Source: an optimization exercise on an open RTL-to-GDS flow (aim: small area). Production flows keep margins and buffers that such runs may drop.
Where RTL was checked, it was by simulation tests only, not by an equivalence proof against the original.
For run 2, only the layout was checked, not whether the RTL still works.

==> flow/design.v, too long to show whole: its modules and the start of the top module <==
// module top: 1716 lines
// module fa_cell: 4 lines
// module or_cell: 3 lines
// module pp_array: 14 lines
// module wmux: 6 lines
// module ha_cell: 4 lines
module top (
    input  wire clk,
    input  wire rst_n,
    input  wire start,
    input  wire preload_valid,
    input  wire [5:0] preload_addr,
    input  wire [7:0] preload_data,
    input  wire [63:0] x_vector_flat,
    output wire [127:0] result_flat
);
  // ...
==> flow/flow/run.sh <==
#!/bin/bash
# The standard ORFS layout (the standard.sh, standard synthesis), with:
#  - port buffers made with buf_1 instead of the default delay buffer;
#  - clock tree synthesis with clkbuf_4, sink clusters of up to 10 within
#    60 um, and no dummy loads.
# make's output goes to standard.log; ORFS keeps each step's log under orfs/logs.
set -euo pipefail
bash standard.sh \
  BUFFER_PORTS_ARGS="-buffer_cell sky130_fd_sc_hd__buf_1" \
  CTS_ARGS="-sink_clustering_enable -repair_clock_nets -dont_use_dummy_load -buf_list sky130_fd_sc_hd__clkbuf_4 -sink_clustering_size 10 -sink_clustering_max_diameter 60" \
  finish > standard.log 2>&1
==> flow/standard.sh <==
#!/bin/bash
# synth_recipe.tcl (not shown) runs the flow's synth.tcl, then flattens the netlist and writes it again
# the make line also repeats each setting of config.mk as NAME=value (left out here)
make -C /OpenROAD-flow-scripts/flow DESIGN_CONFIG=/design/flow/config.mk WORK_HOME=/design/flow/orfs CLKGATE_MAP_FILE= SYNTH_SCRIPT=/design/flow/synth_recipe.tcl "${@:-finish}"
==> flow/config.mk <==
export PLATFORM = sky130hd
export DESIGN_NAME = top
export DESIGN_NICKNAME = top
export VERILOG_FILES = /design/flow/design.v
export SDC_FILE = /design/flow/constraint.sdc
export NUM_CORES = 4
export LEC_CHECK = 0
export CAP_MARGIN = 20
export CORE_MARGIN = 2
export CORE_UTILIZATION = 40
export SLEW_MARGIN = 20
export SYNTH_HIERARCHICAL = 1
export SYNTH_MINIMUM_KEEP_SIZE = 0
==> flow/constraint.sdc <==
create_clock -name core_clock -period 10.0 [get_ports {clk}]
set_input_delay 2.0000 -clock core_clock [delete_from_list [all_inputs] [get_ports {clk}]]
set_output_delay 2.0000 -clock core_clock [all_outputs]
set_load 0.01 [all_outputs]
==> impl_metrics.json, run 1 <==
{
  "r2r-end": "acc_r2n[0]$_DFF_P_",
  "fillers": 9832,
  "crit_path_max_incr_delay_ps": 540,
  "nNetsFinal": 3983,
  "inverters": 67,
  "timing.rr.start": "rsel[0]$_DFF_PN0_",
  "antenna_found_initial": 13,
  "met2WireLength_um": 50910,
  "seq_area_sq_mm": 0.02205,
  "synth_compound_area_share_pct": 8.520,
  "cts_resized": 0,
  "synthAdderAreaFrac_pct": 25.41,
  "routabilityCongestion": 0.8716,
  "fp-row-count": 120,
  "post_synth_mux_area_share_pct": 0.02333,
  "largest-register": "w",
  "die_w_um": 331.5,
  "cp-endpoint": "acc_r2n[0]$_DFF_P_",
  "synth_area_leaders": "edfxtp_1, fa_1, dfxtp_1",
  "clock_latency_ps": 940,
  "final_area_sq_mm": 0.04584,
  "io_pins": 210,
  "fin_tns_setup_ps": 0,
  "drt_iter0_markers": 1776,
  "synth_edf_count": 640,
  "holdPathEnd": "x7_2[4]$_DFF_P_",
  "status": "timing/DRC/antenna clean",
  "drc": 0,
  "cts_tree": "done",
  "drive_gt1_share_pct": 7.718,
  "cts_made_buffers": 97,
  "grt_pass1_wl_um": 159000
}
==> inputs of run 2 (changes only) <==
--- a/flow/design.v
+++ b/flow/design.v
@@ -38,31 +38,31 @@
             rsel <= start ? 3'd7 : 3'd0;
         else
             rsel <= rsel - 3'd1;
     end
     wire [7:0] oh0 = 8'd1 << rsel;
     wire [7:0] oh1 = {oh0[6:0], oh0[7:7]};
     wire [7:0] oh2 = {oh0[5:0], oh0[7:6]};
     wire [7:0] wt0;
-    wmux u_wmux0 (.sel(oh0), .w({w[56], w[48], w[40], w[32], w[24], w[16], w[8], w[0]}), .y(wt0));
+    wmux_aoi u_wmux0 (.sel(oh0), .w({w[56], w[48], w[40], w[32], w[24], w[16], w[8], w[0]}), .y(wt0));
     wire [7:0] wt1;
-    wmux u_wmux1 (.sel(oh0), .w({w[57], w[49], w[41], w[33], w[25], w[17], w[9], w[1]}), .y(wt1));
+    wmux_aoi u_wmux1 (.sel(oh0), .w({w[57], w[49], w[41], w[33], w[25], w[17], w[9], w[1]}), .y(wt1));
     wire [7:0] wt2;
-    wmux u_wmux2 (.sel(oh0), .w({w[58], w[50], w[42], w[34], w[26], w[18], w[10], w[2]}), .y(wt2));
+    wmux_aoi u_wmux2 (.sel(oh0), .w({w[58], w[50], w[42], w[34], w[26], w[18], w[10], w[2]}), .y(wt2));
     wire [7:0] wt3;
-    wmux u_wmux3 (.sel(oh0), .w({w[59], w[51], w[43], w[35], w[27], w[19], w[11], w[3]}), .y(wt3));
+    wmux_aoi u_wmux3 (.sel(oh0), .w({w[59], w[51], w[43], w[35], w[27], w[19], w[11], w[3]}), .y(wt3));
     wire [7:0] wt4;
-    wmux u_wmux4 (.sel(oh1), .w({w[60], w[52], w[44], w[36], w[28], w[20], w[12], w[4]}), .y(wt4));
+    wmux_aoi u_wmux4 (.sel(oh1), .w({w[60], w[52], w[44], w[36], w[28], w[20], w[12], w[4]}), .y(wt4));
     wire [7:0] wt5;
-    wmux u_wmux5 (.sel(oh1), .w({w[61], w[53], w[45], w[37], w[29], w[21], w[13], w[5]}), .y(wt5));
+    wmux_aoi u_wmux5 (.sel(oh1), .w({w[61], w[53], w[45], w[37], w[29], w[21], w[13], w[5]}), .y(wt5));
     wire [7:0] wt6;
-    wmux u_wmux6 (.sel(oh1), .w({w[62], w[54], w[46], w[38], w[30], w[22], w[14], w[6]}), .y(wt6));
+    wmux_aoi u_wmux6 (.sel(oh1), .w({w[62], w[54], w[46], w[38], w[30], w[22], w[14], w[6]}), .y(wt6));
     wire [7:0] wt7;
-    wmux u_wmux7 (.sel(oh2), .w({w[63], w[55], w[47], w[39], w[31], w[23], w[15], w[7]}), .y(wt7));
+    wmux_aoi u_wmux7 (.sel(oh2), .w({w[63], w[55], w[47], w[39], w[31], w[23], w[15], w[7]}), .y(wt7));
     wire [7:0] x0_0 = x_vector_flat[7:0];
     wire [7:0] x0 = x0_0;
     wire [7:0] x1_0 = x_vector_flat[15:8];
     wire [7:0] x1 = x1_0;
     wire [7:0] x2_0 = x_vector_flat[23:16];
     wire [7:0] x2 = x2_0;
     wire [7:0] x3_0 = x_vector_flat[31:24];
     wire [7:0] x3 = x3_0;
@@ -1709,16 +1709,40 @@
     end
     genvar r;
     generate
         for (r = 0; r < 8; r = r + 1) begin : OUT
             assign result_flat[16*r +: 16] = ~(result_n[r] | {16{none}});
         end
     endgenerate
 endmodule
+module wmux_aoi (input wire [7:0] sel, input wire [63:0] w, output wire [7:0] y);
+    genvar b;
+    generate
+        for (b = 0; b < 8; b = b + 1) begin : B
+            wire t0, t1, t2;
+            aoi222 u0 (.a1(sel[0]), .a2(w[b]),      .b1(sel[1]), .b2(w[8 + b]),
+                       .c1(sel[2]), .c2(w[16 + b]), .y(t0));
+            aoi222 u1 (.a1(sel[3]), .a2(w[24 + b]), .b1(sel[4]), .b2(w[32 + b]),
+                       .c1(sel[5]), .c2(w[40 + b]), .y(t1));
+            aoi22  u2 (.a1(sel[6]), .a2(w[48 + b]), .b1(sel[7]), .b2(w[56 + b]), .y(t2));
+            nand3  u3 (.a(t0), .b(t1), .c(t2), .y(y[b]));
+        end
+    endgenerate
+endmodule
+module aoi222 (input wire a1, input wire a2, input wire b1, input wire b2,
+               input wire c1, input wire c2, output wire y);
+    assign y = ~((a1 & a2) | (b1 & b2) | (c1 & c2));
+endmodule
+module aoi22 (input wire a1, input wire a2, input wire b1, input wire b2, output wire y);
+    assign y = ~((a1 & a2) | (b1 & b2));
+endmodule
+module nand3 (input wire a, input wire b, input wire c, output wire y);
+    assign y = ~(a & b & c);
+endmodule
 module fa_cell (input wire a, input wire b, input wire c, output wire s, output wire co);
     assign s  = a ^ b ^ c;
     assign co = (a & b) | (a & c) | (b & c);
 endmodule
 module or_cell (input wire a, input wire b, output wire y);
     assign y = a | b;
 endmodule
 module pp_array (input wire [7:0] w, input wire [7:0] x, output wire [63:0] n);
==> flow/flow/run.sh (replaced) <==
#!/bin/bash
# The standard ORFS layout (the standard.sh, standard synthesis), with:
#  - port buffers made with buf_1 instead of the default delay buffer;
#  - clock tree synthesis with clkbuf_4, sink clusters of up to 9 within
#    55 um, and no dummy loads.
# make's output goes to standard.log; ORFS keeps each step's log under orfs/logs.
set -euo pipefail
bash standard.sh \
  BUFFER_PORTS_ARGS="-buffer_cell sky130_fd_sc_hd__buf_1" \
  CTS_ARGS="-sink_clustering_enable -repair_clock_nets -dont_use_dummy_load -buf_list sky130_fd_sc_hd__clkbuf_4 -sink_clustering_size 9 -sink_clustering_max_diameter 55" \
  finish > standard.log 2>&1
==> impl_metrics.json, run 2 <==
{
  "netlist-cell-type-count": 60,
  "finalCritPeriodShare_pct": 95.17,
  "grt_pass1_wl_um": 160600,
  "slowest_stage": "dfrtp_1",
  "yosysWarnings": 9,
  "status": "timing/DRC/antenna clean",
  "start_util_pct": 40.43,
  "fillers": 9736,
  "worstPathArrival_ps": 10290,
  "dp_cells": 4703,
  "fin_worst_skew_ps": 222.6,
  "fp-row-count": 119,
  "synthTopCellsByCount": "edfxtp_1, fa_1, nand2_1",
  "reg_top3": "w (512), result_n (128)",
  "final_common_cell": "edfxtp_1",
  "cts_made_buffers": 102,
  "r2r_slack_ps": 480,
  "avgSynthCellArea_sq_um": 13.67,
  "cpMostUsedCell": "fa_1",
  "nNetsFinal": 4057,
  "yosysSeqAreaShare_pct": 51.73,
  "timing.max_cap.violations": 0,
  "wl_per_cell_um": 21.81,
  "yosysTopAreaCell": "edfxtp_1",
  "area_growth_pct": 8.649,
  "clock_latency_ps": 1000,
  "slew_headroom_pct": 24.94,
  "synth_edf_count": 640,
  "largest-register": "w",
  "totalWireLength_um": 105000,
  "synth_most_common_cell": "edfxtp_1",
  "crit_path_max_incr_delay_ps": 570,
  "largest_reg_flops": 512,
  "tightest_slew_ps": 1118,
  "htree_levels": 3,
  "clock_tree.buffer_depth": 3,
  "ys_seq_elements": 779,
  "grt.total_usage_pct": 19.31,
  "holdPathEnd": "x7_2[6]$_DFF_P_",
  "clkSinkCount": 779,
  "fin_tns_setup_ps": 0,
  "grt_max_degree": 130,
  "worst-path-max-fanout": 17,
  "drive_gt1_share_pct": 9.102,
  "whs_path_depth": 0,
  "timing.fmax_mhz": 105.1,
  "layout_common_cells": "edfxtp_1, fa_1, nand2_1",
  "crit_type": "flop to flop",
  "finalCriticalPeriod_ps": 9517,
  "finalNonFillerCells": 4814,
  "async_flop_share_pct": 1.155,
  "min_path_type": "flop to flop",
  "synth_area_leaders": "edfxtp_1, fa_1, dfxtp_1",
  "io_pins": 210,
  "die_y_um": 330.4,
  "ant_nets": 0,
  "slew_violations": 0,
  "ys.flop_type": "edfxtp_1",
  "dieArea_sq_mm": 0.1092,
  "critPathLaunchType": "flop",
  "antenna_found_initial": 9,
  "place_hpwl_um": 74050,
  "core_area_sq_mm": 0.1054,
  "synthDominantCellAreaShare_pct": 45.09,
  "vias": 26360,
  "cts_tree": "done",
  "clk_pin_slew_ps": 100,
  "die_w_um": 330.4,
  "setup_viol": 0,
  "drc": 0,
  "grt_pass1_vias": 27570,
  "syn_nets": 3755,
  "drt_iter0_markers": 2247,
  "postCtsHoldBufs": 0,
  "timing.rr.start": "rsel[2]$_DFF_PN0_",
  "critPathRequiredTime_ps": 10770,
  "end_kind": "flop",
  "grt-ovfl-total": 0,
  "vias_per_cell": 5.475,
  "min-delay-start": "x7_1[6]$_DFF_P_",
  "syn_inst": 3117,
  "routabilityCongestion": 0.8706,
  "hold_viol": 0,
  "rsz0062_at_grt": "no",
  "cts_root_buf": "clkbuf_4",
  "numPortBuffers": 209,
  "r2r-end": "acc_r2n[1]$_DFF_P_",
  "drt_pre_antenna_iters": 6,
  "syn-cell-area_sq_mm": 0.04262,
  "reg2reg_depth": 31
}
-- run 2: cell types whose count changed after synthesis, sizes merged, moves of 17 or more --
cell / delta
buf: -66
nand3: +65
maj3: -45
nor4: +18
nor2: +48
nand4: -65
a21oi: +37
a22oi: -192
o21a: +17
a222oi: +128
-- run 2: logic make-up (layout without fill, tap and decap cells) --
kind of cell	after synthesis	after routing	share of synthesized area [%]
compound gates	517	517	9.559
xor+xnor	92	92	1.891
fa+ha+maj	571	571	24.50
buf+inv	175	475	1.770
flops	779	779	51.73
mux	2	2	0.04697
other cells	0	6	0
simple gates	981	981	10.51
-- run 2: how the worst max path moves through the flow --
stage	startpoint	end	slack [ps]
finish	rsel[2]$_DFF_PN0_	acc_r2n[1]$_DFF_P_	480
global route	p3_2_0$_DFF_P_	acc_r2n[11]$_DFF_P_	20
CTS	p3_2_0$_DFF_P_	acc_r2n[1]$_DFF_P_	290
detailed placement	p3_2_0$_DFF_P_	acc_r2n[1]$_DFF_P_	320
global placement	p3_2_0$_DFF_P_	acc_r2n[1]$_DFF_P_	510
floorplan	rsel[0]$_DFF_PN0_	acc_r2n[11]$_DFF_P_	80
-- run 2: stage by stage --
stage / util, % / hold slack [ps] / setup WS, ps / area (sq um)
after detailed placement: 43.09 / 314.7 / 321.6 / 45420
final: 43.93 / 324.0 / 482.8 / 46310
after CTS: 43.82 / 328.7 / 289.7 / 46190
after global placement: 43.09 / 314.2 / 513.5 / 45420
after global routing: 43.93 / 330.9 / 18.17 / 46310
after floorplan: - / 309.6 / 81.63 / 42640
-- run 2: layout make-up --
type                       instances  area, sq um  share of cell area (%)
sequential                       779        22050                   47.62
multi-input combinational       2163        19940                   43.06
tap                             1391         1740                   3.759
timing repair buffer             307         1545                   3.337
clock buffer                     102        765.7                   1.654
inverter                          66        247.7                  0.5350
antenna                            6        15.01                 0.03242
-- run 2: Yosys stat by module, one instance, submodules excluded, a selection --
module / flip-flops and latches / cells inside
top: 779 / 1845
pp_array: 0 / 71
fa_cell: 0 / 1
aoi22: 0 / 1
aoi222: 0 / 1
or_cell: 0 / 1
nand3: 0 / 1
-- run 2: worst max-delay path: cells and delay by family (launching register included) --
family                     cells  cell delay (ps)
AOI/OAI and AO/OA             10             2060
buffers and inverters          1              240
and+or+nand+nor               11             2520
adders and majority gates      9             3960
DFF                            1              570
-- run 2: per-layer routing --
layer / GRT usage, % / up-vias / share of wire (%)
met2: 33.01 / 887 / 49
met4: 5.686 / 8 / 2.7
li1: - / 11860 / -
met3: 3.821 / 185 / 6.8
met5: 0 / - / 0.046
met1: 24.91 / 13420 / 41
-- run 2: repair_timing --
| item | 4_1_cts | 5_1_grt |
|---|---|---|
| hold endpoints to repair | 0 | 0 |
| setup buffers | 0 | 2 |
| setup endpoints to repair | 0 | 15 |
| gates resized for setup | 0 | 14 |

==> port drivers added, routing unchanged <==
Ports are ideal in the flow. The routed layouts listed here were re-timed in OpenROAD. Step 1: set_driving_cell puts a clkbuf_16 on clk and a buf_2 on each other input, an assumption about the parent block. Step 2 adds t to the input delays and takes it off the output delays; t is the mean of the earliest and latest rising clock arrival at the registers after step 1. Input paths then give back, and output paths get back, about the clock's delay inside the block. Three values: no drivers, after step 1, after step 2; two values: the first two.
run | t (ns) | setup slack, ns | worst setup path after step 2
run 1 | 0.933 | 0.508 / 0.508 / 0.508 | register to register
run 2 | 0.959 | 0.483 / 0.483 / 0.483 | register to register
After both steps every run listed still meets setup and hold.
